Source: an optimization exercise on an open RTL-to-GDS flow (aim: small area and a short achievable clock period). Production flows keep margins and buffers that such runs may drop. No functional check of the RTL was part of this run. Power and IR drop assume default switching activity.

==> flow/run.sh <==
#!/bin/bash
# synth_recipe.tcl (not shown) runs the flow's synth.tcl, then flattens the netlist and writes it again
# the make line also repeats each setting of config.mk as NAME=value (left out here)
make -C /OpenROAD-flow-scripts/flow DESIGN_CONFIG=/design/flow/config.mk WORK_HOME=/design/flow/orfs CLKGATE_MAP_FILE= SYNTH_SCRIPT=/design/flow/synth_recipe.tcl finish
==> flow/config.mk <==
export PLATFORM = sky130hd
export DESIGN_NAME = gte_unr_divide
export DESIGN_NICKNAME = gte_unr_divide
export VERILOG_FILES = /design/flow/design.v
export SDC_FILE = /design/flow/constraint.sdc
export NUM_CORES = 4
export LEC_CHECK = 0
export CAP_MARGIN = 20
export CORE_MARGIN = 2
export CORE_UTILIZATION = 40
export SLEW_MARGIN = 20
==> flow/constraint.sdc <==
create_clock -name core_clock -period 8.0 [get_ports {clk}]
set_input_delay 1.6000 -clock core_clock [delete_from_list [all_inputs] [get_ports {clk}]]
set_output_delay 1.6000 -clock core_clock [all_outputs]
set_load 0.01 [all_outputs]
==> flow/design.v <==
module gte_unr_divide (
   input  wire        clk,
   input  wire        reset,
   input  wire        trigger,
   input  wire [15:0] lhs,
   input  wire [15:0] rhs,
   output reg  [16:0] result,
   output reg         div_error
);
   function [7:0] unr_table;
      input [8:0] idx;
      begin
         case (idx)
         9'd0: unr_table = 8'hFF;
         9'd1: unr_table = 8'hFD;
         9'd2: unr_table = 8'hFB;
         9'd3: unr_table = 8'hF9;
         9'd4: unr_table = 8'hF7;
         9'd5: unr_table = 8'hF5;
         9'd6: unr_table = 8'hF3;
         9'd7: unr_table = 8'hF1;
         9'd8: unr_table = 8'hEF;
         9'd9: unr_table = 8'hEE;
         9'd10: unr_table = 8'hEC;
         9'd11: unr_table = 8'hEA;
         9'd12: unr_table = 8'hE8;
         9'd13: unr_table = 8'hE6;
         9'd14: unr_table = 8'hE4;
         9'd15: unr_table = 8'hE3;
         9'd16: unr_table = 8'hE1;
         9'd17: unr_table = 8'hDF;
         9'd18: unr_table = 8'hDD;
         9'd19: unr_table = 8'hDC;
         9'd20: unr_table = 8'hDA;
         9'd21: unr_table = 8'hD8;
         9'd22: unr_table = 8'hD6;
         9'd23: unr_table = 8'hD5;
         9'd24: unr_table = 8'hD3;
         9'd25: unr_table = 8'hD1;
         9'd26: unr_table = 8'hD0;
         9'd27: unr_table = 8'hCE;
         9'd28: unr_table = 8'hCD;
         9'd29: unr_table = 8'hCB;
         9'd30: unr_table = 8'hC9;
         9'd31: unr_table = 8'hC8;
         9'd32: unr_table = 8'hC6;
         9'd33: unr_table = 8'hC5;
         9'd34: unr_table = 8'hC3;
         9'd35: unr_table = 8'hC1;
         9'd36: unr_table = 8'hC0;
         9'd37: unr_table = 8'hBE;
         9'd38: unr_table = 8'hBD;
         9'd39: unr_table = 8'hBB;
         9'd40: unr_table = 8'hBA;
         9'd41: unr_table = 8'hB8;
         9'd42: unr_table = 8'hB7;
         9'd43: unr_table = 8'hB5;
         9'd44: unr_table = 8'hB4;
         9'd45: unr_table = 8'hB2;
         9'd46: unr_table = 8'hB1;
         9'd47: unr_table = 8'hB0;
         9'd48: unr_table = 8'hAE;
         9'd49: unr_table = 8'hAD;
         9'd50: unr_table = 8'hAB;
         9'd51: unr_table = 8'hAA;
         9'd52: unr_table = 8'hA9;
         9'd53: unr_table = 8'hA7;
         9'd54: unr_table = 8'hA6;
         9'd55: unr_table = 8'hA4;
         9'd56: unr_table = 8'hA3;
         9'd57: unr_table = 8'hA2;
         9'd58: unr_table = 8'hA0;
         9'd59: unr_table = 8'h9F;
         9'd60: unr_table = 8'h9E;
         9'd61: unr_table = 8'h9C;
         9'd62: unr_table = 8'h9B;
         9'd63: unr_table = 8'h9A;
         9'd64: unr_table = 8'h99;
         9'd65: unr_table = 8'h97;
         9'd66: unr_table = 8'h96;
         9'd67: unr_table = 8'h95;
         9'd68: unr_table = 8'h94;
         9'd69: unr_table = 8'h92;
         9'd70: unr_table = 8'h91;
         9'd71: unr_table = 8'h90;
         9'd72: unr_table = 8'h8F;
         9'd73: unr_table = 8'h8D;
         9'd74: unr_table = 8'h8C;
         9'd75: unr_table = 8'h8B;
         9'd76: unr_table = 8'h8A;
         9'd77: unr_table = 8'h89;
         9'd78: unr_table = 8'h87;
         9'd79: unr_table = 8'h86;
         9'd80: unr_table = 8'h85;
         9'd81: unr_table = 8'h84;
         9'd82: unr_table = 8'h83;
         9'd83: unr_table = 8'h82;
         9'd84: unr_table = 8'h81;
         9'd85: unr_table = 8'h7F;
         9'd86: unr_table = 8'h7E;
         9'd87: unr_table = 8'h7D;
         9'd88: unr_table = 8'h7C;
         9'd89: unr_table = 8'h7B;
         9'd90: unr_table = 8'h7A;
         9'd91: unr_table = 8'h79;
         9'd92: unr_table = 8'h78;
         9'd93: unr_table = 8'h77;
         9'd94: unr_table = 8'h75;
         9'd95: unr_table = 8'h74;
         9'd96: unr_table = 8'h73;
         9'd97: unr_table = 8'h72;
         9'd98: unr_table = 8'h71;
         9'd99: unr_table = 8'h70;
         9'd100: unr_table = 8'h6F;
         9'd101: unr_table = 8'h6E;
         9'd102: unr_table = 8'h6D;
         9'd103: unr_table = 8'h6C;
         9'd104: unr_table = 8'h6B;
         9'd105: unr_table = 8'h6A;
         9'd106: unr_table = 8'h69;
         9'd107: unr_table = 8'h68;
         9'd108: unr_table = 8'h67;
         9'd109: unr_table = 8'h66;
         9'd110: unr_table = 8'h65;
         9'd111: unr_table = 8'h64;
         9'd112: unr_table = 8'h63;
         9'd113: unr_table = 8'h62;
         9'd114: unr_table = 8'h61;
         9'd115: unr_table = 8'h60;
         9'd116: unr_table = 8'h5F;
         9'd117: unr_table = 8'h5E;
         9'd118: unr_table = 8'h5D;
         9'd119: unr_table = 8'h5D;
         9'd120: unr_table = 8'h5C;
         9'd121: unr_table = 8'h5B;
         9'd122: unr_table = 8'h5A;
         9'd123: unr_table = 8'h59;
         9'd124: unr_table = 8'h58;
         9'd125: unr_table = 8'h57;
         9'd126: unr_table = 8'h56;
         9'd127: unr_table = 8'h55;
         9'd128: unr_table = 8'h54;
         9'd129: unr_table = 8'h53;
         9'd130: unr_table = 8'h53;
         9'd131: unr_table = 8'h52;
         9'd132: unr_table = 8'h51;
         9'd133: unr_table = 8'h50;
         9'd134: unr_table = 8'h4F;
         9'd135: unr_table = 8'h4E;
         9'd136: unr_table = 8'h4D;
         9'd137: unr_table = 8'h4D;
         9'd138: unr_table = 8'h4C;
         9'd139: unr_table = 8'h4B;
         9'd140: unr_table = 8'h4A;
         9'd141: unr_table = 8'h49;
         9'd142: unr_table = 8'h48;
         9'd143: unr_table = 8'h48;
         9'd144: unr_table = 8'h47;
         9'd145: unr_table = 8'h46;
         9'd146: unr_table = 8'h45;
         9'd147: unr_table = 8'h44;
         9'd148: unr_table = 8'h43;
         9'd149: unr_table = 8'h43;
         9'd150: unr_table = 8'h42;
         9'd151: unr_table = 8'h41;
         9'd152: unr_table = 8'h40;
         9'd153: unr_table = 8'h3F;
         9'd154: unr_table = 8'h3F;
         9'd155: unr_table = 8'h3E;
         9'd156: unr_table = 8'h3D;
         9'd157: unr_table = 8'h3C;
         9'd158: unr_table = 8'h3C;
         9'd159: unr_table = 8'h3B;
         9'd160: unr_table = 8'h3A;
         9'd161: unr_table = 8'h39;
         9'd162: unr_table = 8'h39;
         9'd163: unr_table = 8'h38;
         9'd164: unr_table = 8'h37;
         9'd165: unr_table = 8'h36;
         9'd166: unr_table = 8'h36;
         9'd167: unr_table = 8'h35;
         9'd168: unr_table = 8'h34;
         9'd169: unr_table = 8'h33;
         9'd170: unr_table = 8'h33;
         9'd171: unr_table = 8'h32;
         9'd172: unr_table = 8'h31;
         9'd173: unr_table = 8'h31;
         9'd174: unr_table = 8'h30;
         9'd175: unr_table = 8'h2F;
         9'd176: unr_table = 8'h2E;
         9'd177: unr_table = 8'h2E;
         9'd178: unr_table = 8'h2D;
         9'd179: unr_table = 8'h2C;
         9'd180: unr_table = 8'h2C;
         9'd181: unr_table = 8'h2B;
         9'd182: unr_table = 8'h2A;
         9'd183: unr_table = 8'h2A;
         9'd184: unr_table = 8'h29;
         9'd185: unr_table = 8'h28;
         9'd186: unr_table = 8'h28;
         9'd187: unr_table = 8'h27;
         9'd188: unr_table = 8'h26;
         9'd189: unr_table = 8'h26;
         9'd190: unr_table = 8'h25;
         9'd191: unr_table = 8'h24;
         9'd192: unr_table = 8'h24;
         9'd193: unr_table = 8'h23;
         9'd194: unr_table = 8'h22;
         9'd195: unr_table = 8'h22;
         9'd196: unr_table = 8'h21;
         9'd197: unr_table = 8'h20;
         9'd198: unr_table = 8'h20;
         9'd199: unr_table = 8'h1F;
         9'd200: unr_table = 8'h1E;
         9'd201: unr_table = 8'h1E;
         9'd202: unr_table = 8'h1D;
         9'd203: unr_table = 8'h1D;
         9'd204: unr_table = 8'h1C;
         9'd205: unr_table = 8'h1B;
         9'd206: unr_table = 8'h1B;
         9'd207: unr_table = 8'h1A;
         9'd208: unr_table = 8'h19;
         9'd209: unr_table = 8'h19;
         9'd210: unr_table = 8'h18;
         9'd211: unr_table = 8'h18;
         9'd212: unr_table = 8'h17;
         9'd213: unr_table = 8'h16;
         9'd214: unr_table = 8'h16;
         9'd215: unr_table = 8'h15;
         9'd216: unr_table = 8'h15;
         9'd217: unr_table = 8'h14;
         9'd218: unr_table = 8'h14;
         9'd219: unr_table = 8'h13;
         9'd220: unr_table = 8'h12;
         9'd221: unr_table = 8'h12;
         9'd222: unr_table = 8'h11;
         9'd223: unr_table = 8'h11;
         9'd224: unr_table = 8'h10;
         9'd225: unr_table = 8'h0F;
         9'd226: unr_table = 8'h0F;
         9'd227: unr_table = 8'h0E;
         9'd228: unr_table = 8'h0E;
         9'd229: unr_table = 8'h0D;
         9'd230: unr_table = 8'h0D;
         9'd231: unr_table = 8'h0C;
         9'd232: unr_table = 8'h0C;
         9'd233: unr_table = 8'h0B;
         9'd234: unr_table = 8'h0A;
         9'd235: unr_table = 8'h0A;
         9'd236: unr_table = 8'h09;
         9'd237: unr_table = 8'h09;
         9'd238: unr_table = 8'h08;
         9'd239: unr_table = 8'h08;
         9'd240: unr_table = 8'h07;
         9'd241: unr_table = 8'h07;
         9'd242: unr_table = 8'h06;
         9'd243: unr_table = 8'h06;
         9'd244: unr_table = 8'h05;
         9'd245: unr_table = 8'h05;
         9'd246: unr_table = 8'h04;
         9'd247: unr_table = 8'h04;
         9'd248: unr_table = 8'h03;
         9'd249: unr_table = 8'h03;
         9'd250: unr_table = 8'h02;
         9'd251: unr_table = 8'h02;
         9'd252: unr_table = 8'h01;
         9'd253: unr_table = 8'h01;
         9'd254: unr_table = 8'h00;
         9'd255: unr_table = 8'h00;
         9'd256: unr_table = 8'h00;
         default: unr_table = 8'h00;
         endcase
      end
   endfunction
   reg         trigger_1;
   reg         divError_1;
   reg  [15:0] lhs_1;
   reg  [15:0] rhs_1;
   reg  [3:0]  shiftcount;
   reg         trigger_2;
   reg         divError_2;
   reg  [15:0] lhs_2;
   reg  [3:0]  shiftcount_2;
   reg  [15:0] calc_rhs;
   reg         trigger_3;
   reg         divError_3;
   reg  [15:0] lhs_3;
   reg  [3:0]  shiftcount_3;
   reg  [7:0]  tableValue;
   reg  [16:0] divisor;
   reg         trigger_4;
   reg         divError_4;
   reg  [15:0] lhs_4;
   reg  [3:0]  shiftcount_4;
   reg  [16:0] divisor_4;
   reg  signed [10:0] calc_val_x;
   reg  signed [10:0] calc_val_xn;
   reg         trigger_5;
   reg         divError_5;
   reg  [15:0] lhs_5;
   reg  [3:0]  shiftcount_5;
   reg  signed [10:0] calc_val_x_5;
   reg  signed [19:0] calc_val_d;
   reg         trigger_6;
   reg         divError_6;
   reg  [31:0] calc_lhs;
   reg  [19:0] calc_val_r;
   reg  [3:0]  lz;
   integer     i;
   always @(*) begin
      lz = 4'd0;
      for (i = 0; i < 16; i = i + 1)
         if (rhs[i]) lz = 4'd15 - i[3:0];
   end
   wire [8:0]          tbl_idx    = ({1'b0, calc_rhs[14:0]} + 16'd64) >> 7;
   wire [10:0]         x_val      = {3'b000, tableValue} + 11'h101;
   wire signed [27:0]  var_calc_d = $signed(divisor_4) * calc_val_xn + 28'sd128;
   wire signed [30:0]  prod_r     = calc_val_x_5 * calc_val_d + 31'sd128;
   wire signed [27:0]  var_calc_r = {prod_r[30], prod_r[26:0]};
   wire [51:0]         prod_res   = calc_lhs * calc_val_r + 52'h8000;
   wire [31:0]         calc_result = prod_res[47:16];
   always @(posedge clk) begin
      lhs_1      <= lhs;
      divError_1 <= 1'b0;
      if (trigger) begin
         rhs_1      <= rhs;
         divError_1 <= ({rhs, 1'b0} <= {1'b0, lhs});
         shiftcount <= lz;
      end
      divError_2   <= divError_1;
      lhs_2        <= lhs_1;
      shiftcount_2 <= shiftcount;
      if (trigger_1)
         calc_rhs <= rhs_1 << shiftcount;
      divError_3   <= divError_2;
      lhs_3        <= lhs_2;
      shiftcount_3 <= shiftcount_2;
      if (trigger_2) begin
         tableValue <= unr_table(tbl_idx);
         divisor    <= {1'b0, 1'b1, calc_rhs[14:0]};
      end
      divError_4   <= divError_3;
      lhs_4        <= lhs_3;
      shiftcount_4 <= shiftcount_3;
      divisor_4    <= divisor;
      if (trigger_3) begin
         calc_val_x  <= $signed(x_val);
         calc_val_xn <= -$signed(x_val);
      end
      divError_5   <= divError_4;
      lhs_5        <= lhs_4;
      shiftcount_5 <= shiftcount_4;
      calc_val_x_5 <= calc_val_x;
      if (trigger_4)
         calc_val_d <= 20'sh20000 + var_calc_d[27:8];
      divError_6 <= divError_5;
      if (trigger_5) begin
         calc_val_r <= var_calc_r[27:8];
         calc_lhs   <= {16'd0, lhs_5} << shiftcount_5;
      end
      if (trigger_6) begin
         if (calc_result > 32'h1FFFF || divError_6)
            result <= 17'h1FFFF;
         else
            result <= calc_result[16:0];
      end
      if (reset) begin
         trigger_1 <= 1'b0;
         trigger_2 <= 1'b0;
         trigger_3 <= 1'b0;
         trigger_4 <= 1'b0;
         trigger_5 <= 1'b0;
         trigger_6 <= 1'b0;
         div_error <= 1'b0;
      end else begin
         trigger_1 <= trigger;
         trigger_2 <= trigger_1;
         trigger_3 <= trigger_2;
         trigger_4 <= trigger_3;
         trigger_5 <= trigger_4;
         trigger_6 <= trigger_5;
         div_error <= trigger_6 & divError_6;
      end
   end
endmodule
==> flow_summary.ini <==
[logic_synthesis]
syn_area_sq_um = 44300
syn_inst = 4672
syn-num-nets = 5876
yosys_warnings = 1
ys.flop_type = edfxtp_1
synth.avg_cell_area_sq_um = 9.49
synth_edf_count = 165
synth_cell_type_count = 78
synth_seq_cells = 299
async_flop_share = 0
ys_seq_area_frac = 0.172

[timing]
slew_viol_final = 0
tightest_slew_ps = 1000
worst_hold_slack_ps = 295
setup_viol = 0
clock_skew_ps = 51.1
finalCritPeriodShare = 0.968
period_minus_slack_ps = 7750
maxSlewHeadroom = 0.333
fmax_ghz = 0.129
hold_viol = 0

[route]
firstDrtPassIters = 7
wl_um = 109000
drc = 0
avgViaCountPerCell = 5.02
first_iter_violations = 2099
via_count = 31011
postRouteAntennaNets = 0
routedWlPerCell_um = 17.6

[grt]
grt_pass1_wl_um = 179000
overflow = 0
grt.total_usage = 0.199
antenna_found_initial = 1
grt_max_degree = 53
first_global_vias = 32947

[clock_network]
cts_max_path_buffers = 3
path_clk_slew_ps = 60
cts_tree = built
cts-root-buf = clkbuf_16
clk_latency_ps = 590
htree_num_levels = 2
cts_buffers = 35
cts_hold_buf = 0
cts.sinks = 299

[setup_path]
ff2ff_path_depth = 25
crit_start = calc_val_r[15]
timing.rr.start = calc_val_r[15]
cp_num_cells = 25
worstSetupEndpoint = result[10]
cpMostUsedCell = fa_1
start_kind = flop
timing.rr.end = result[10]
reg2reg_slack_ps = 250
max_stage_delay_ps = 650
crit_buf_inv = 6
crit_required_ps = 8330
crit_family = adder cells
cp.arrival_ps = 8080
cp-end-kind = flop
worstSetupPathType = reg -> reg
crit_slowest_cell = edfxtp_1
cp_max_fo = 17

[floorplan]
dieArea_sq_um = 114000
initial_core_util = 0.402
die_x_um = 337
core-area_sq_um = 110000
io_pins = 53
die_h_um = 337
placementRows = 122

[hold_path]
min_path_type = reg -> reg

[placed_design]
place_congestion = 0.876
dpl.hpwl_um = 87500
io_buffer_count = 52

[power]
p_leak_nw = 22.9
powerDensity_nw_per_um2 = 219
ir_drop_v = 0.000308
finalPower_mw = 10.6

[final_layout]
final-seq-area_sq_um = 7640
n_fill_cell = 10692
area_growth_pct = 8.97
drive_gt1_frac = 0.0534
antenna_cells = 0
fin_nets = 5861
multi_input_area_sq_um = 32300

[run_status]
outcome = finished clean

[run]
drv_cap = 0
## worst min-delay path by stage
stage                     slack (ps)  depth (start not counted)               to       startpoint
after floorplan                  310                          0       divError_2       divError_1
after global placement           310                          0  shiftcount_4[3]  shiftcount_3[3]
after detailed placement         310                          0         lhs_2[2]         lhs_1[2]
after CTS                        310                          0  shiftcount_3[2]  shiftcount_2[2]
after global routing             310                          0  shiftcount_4[2]  shiftcount_3[2]
final                            290                          0  shiftcount_4[2]  shiftcount_3[2]
## cells in the final DEF (no fill, tap or decap), drive strengths merged, types with 9 or more instances in the layout
cell,n
buf,143
clkinv,14
mux2,9
nor2,123
mux2i,28
o21a,19
nand2b,30
edfxtp,165
clkdlybuf4s50,52
fa,819
and2,502
a21oi,134
a221oi,9
xor2,32
inv,942
nor4,9
dfxtp,134
ha,350
xnor2,62
o211ai,25
a211oi,28
nand2,580
clkbuf,40
a21o,35
o21ai,86
a31oi,13
nand3,50
o221ai,9
or2,9
o21bai,13
nor3,41
and3,14
o22ai,9
nor2b,25
nand4,19
## through the flow
stage / setup TNS (ps) / worst slack, ps / area, sq um / std cells / util
CTS: 0 / 49.6 / 48100 / 6153 / 0.436
global placement: -2730 / -170 / 46700 / 6068 / 0.423
global route: -8.61 / -7.64 / 48300 / 6172 / 0.438
floorplan: 0 / 645 / 44300 / 4672 / -
detailed placement: -2900 / -187 / 46700 / 6069 / 0.423
finish: 0 / 252 / 48300 / 6172 / 0.438
## kinds of logic (layout without fill, tap and decap cells)
| logic type | after synthesis | count (layout) | share of synthesized area |
|---|---|---|---|
| AND/OR/NAND/NOR | 1432 | 1432 | 0.162 |
| buffers and inverters | 1186 | 1198 | 0.101 |
| adder cells (fa/ha/maj) | 1169 | 1169 | 0.469 |
| AO/OA/AOI/OAI | 446 | 446 | 0.0654 |
| flip-flops | 299 | 299 | 0.172 |
| XOR/XNOR | 94 | 94 | 0.0186 |
| multiplexers | 45 | 45 | 0.0127 |
| other | 1 | 1 | 0.0000846 |
## Yosys cell counts, drive strengths merged (5+ instances only)
cell / n / area (sq um)
inv: 938 / 3520
a21o: 35 / 263
o31ai: 7 / 57.6
and3: 14 / 87.6
a211oi: 28 / 210
edfxtp: 165 / 4950
mux2: 9 / 101
nor2: 123 / 462
or2: 9 / 56.3
fa: 819 / 16400
and4: 8 / 70.1
xor2: 32 / 280
nand4: 19 / 119
nor3b: 8 / 60.1
nor4: 9 / 86.3
o221ai: 9 / 85.1
and2: 502 / 3140
nor2b: 25 / 156
a21oi: 134 / 671
clkbuf: 236 / 888
nand2: 580 / 2180
o21a: 19 / 143
a221oi: 9 / 85.1
o21bai: 13 / 97.6
o21ai: 86 / 430
mux2i: 28 / 280
a31oi: 13 / 81.3
nand3b: 5 / 37.5
mux4: 8 / 180
o211ai: 25 / 188
o22ai: 9 / 56.3
ha: 350 / 4380
nand2b: 30 / 188
nand3: 50 / 250
xnor2: 62 / 543
buf: 11 / 55.1
a311oi: 7 / 61.3
or3: 5 / 31.3
nor3: 41 / 205
dfxtp: 134 / 2680
## registers in the layout (all words and copies together), names as in the netlist, 11 cells and up
register and count:
calc_lhs 31, calc_rhs 15, calc_val_d 20, calc_val_r 20, calc_val_xn 11, divisor 15
divisor_4 15, lhs_1 16, lhs_2 16, lhs_3 16, lhs_4 16, lhs_5 16
result 17, rhs_1 15
## timing repair
action,4_1_cts,5_1_grt
setup endpoints to repair,17,17
gates resized for setup,1,2
gates cloned,0,0
buffers inserted,20,19
## layer usage
| metal | track usage | share of wire | vias to the layer above |
|---|---|---|---|
| li1 | - | - | 14319 |
| met1 | 0.270 | 0.43 | 15682 |
| met2 | 0.335 | 0.48 | 838 |
| met3 | 0.0291 | 0.059 | 172 |
| met4 | 0.0502 | 0.026 | 0 |
| met5 | 0 | 0 | - |
## power breakdown
group / internal, mW / switching, mW
Sequential: 1.84 / 0.0983
Clock: 1.03 / 0.724
Combinational: 2.85 / 4.04
Total: 5.72 / 4.86
## cell type report
type | count | share of cell area
clock buffers | 40 | 0.0194
clock inverters | 24 | 0.00697
inverters | 939 | 0.0729
multi-input cells | 3187 | 0.668
flip-flops and latches | 299 | 0.158
well taps | 1488 | 0.0385
repair buffers | 195 | 0.0358

port drivers added, routing unchanged:
The flow's constraints put no driver on any port. The routed layout listed below was extracted and timed again, unchanged, in two steps. Step 1 assumes that a clkbuf_16 drives the clock port and a buf_2 every other input. Step 2, shift: input delay + t, output delay - t, t = (earliest + latest rising clock arrival at the registers) / 2. This alone moves slack from input paths to output paths. Three values: no drivers, after step 1, after step 2; two values: the first two.
t (ns): 0.634
slack for setup (ns): 0.252 / 0.252 / 0.252
hold slack, ns: 0.295 / 0.295 / 0.295
worst data-port slew with drivers (ns): 0.05
cell pins on the clock port's net: 1
After both steps setup and hold are still met in this run. The setup slack of this run moves by 0.000 ns with the drivers and by 0.000 ns with both steps.
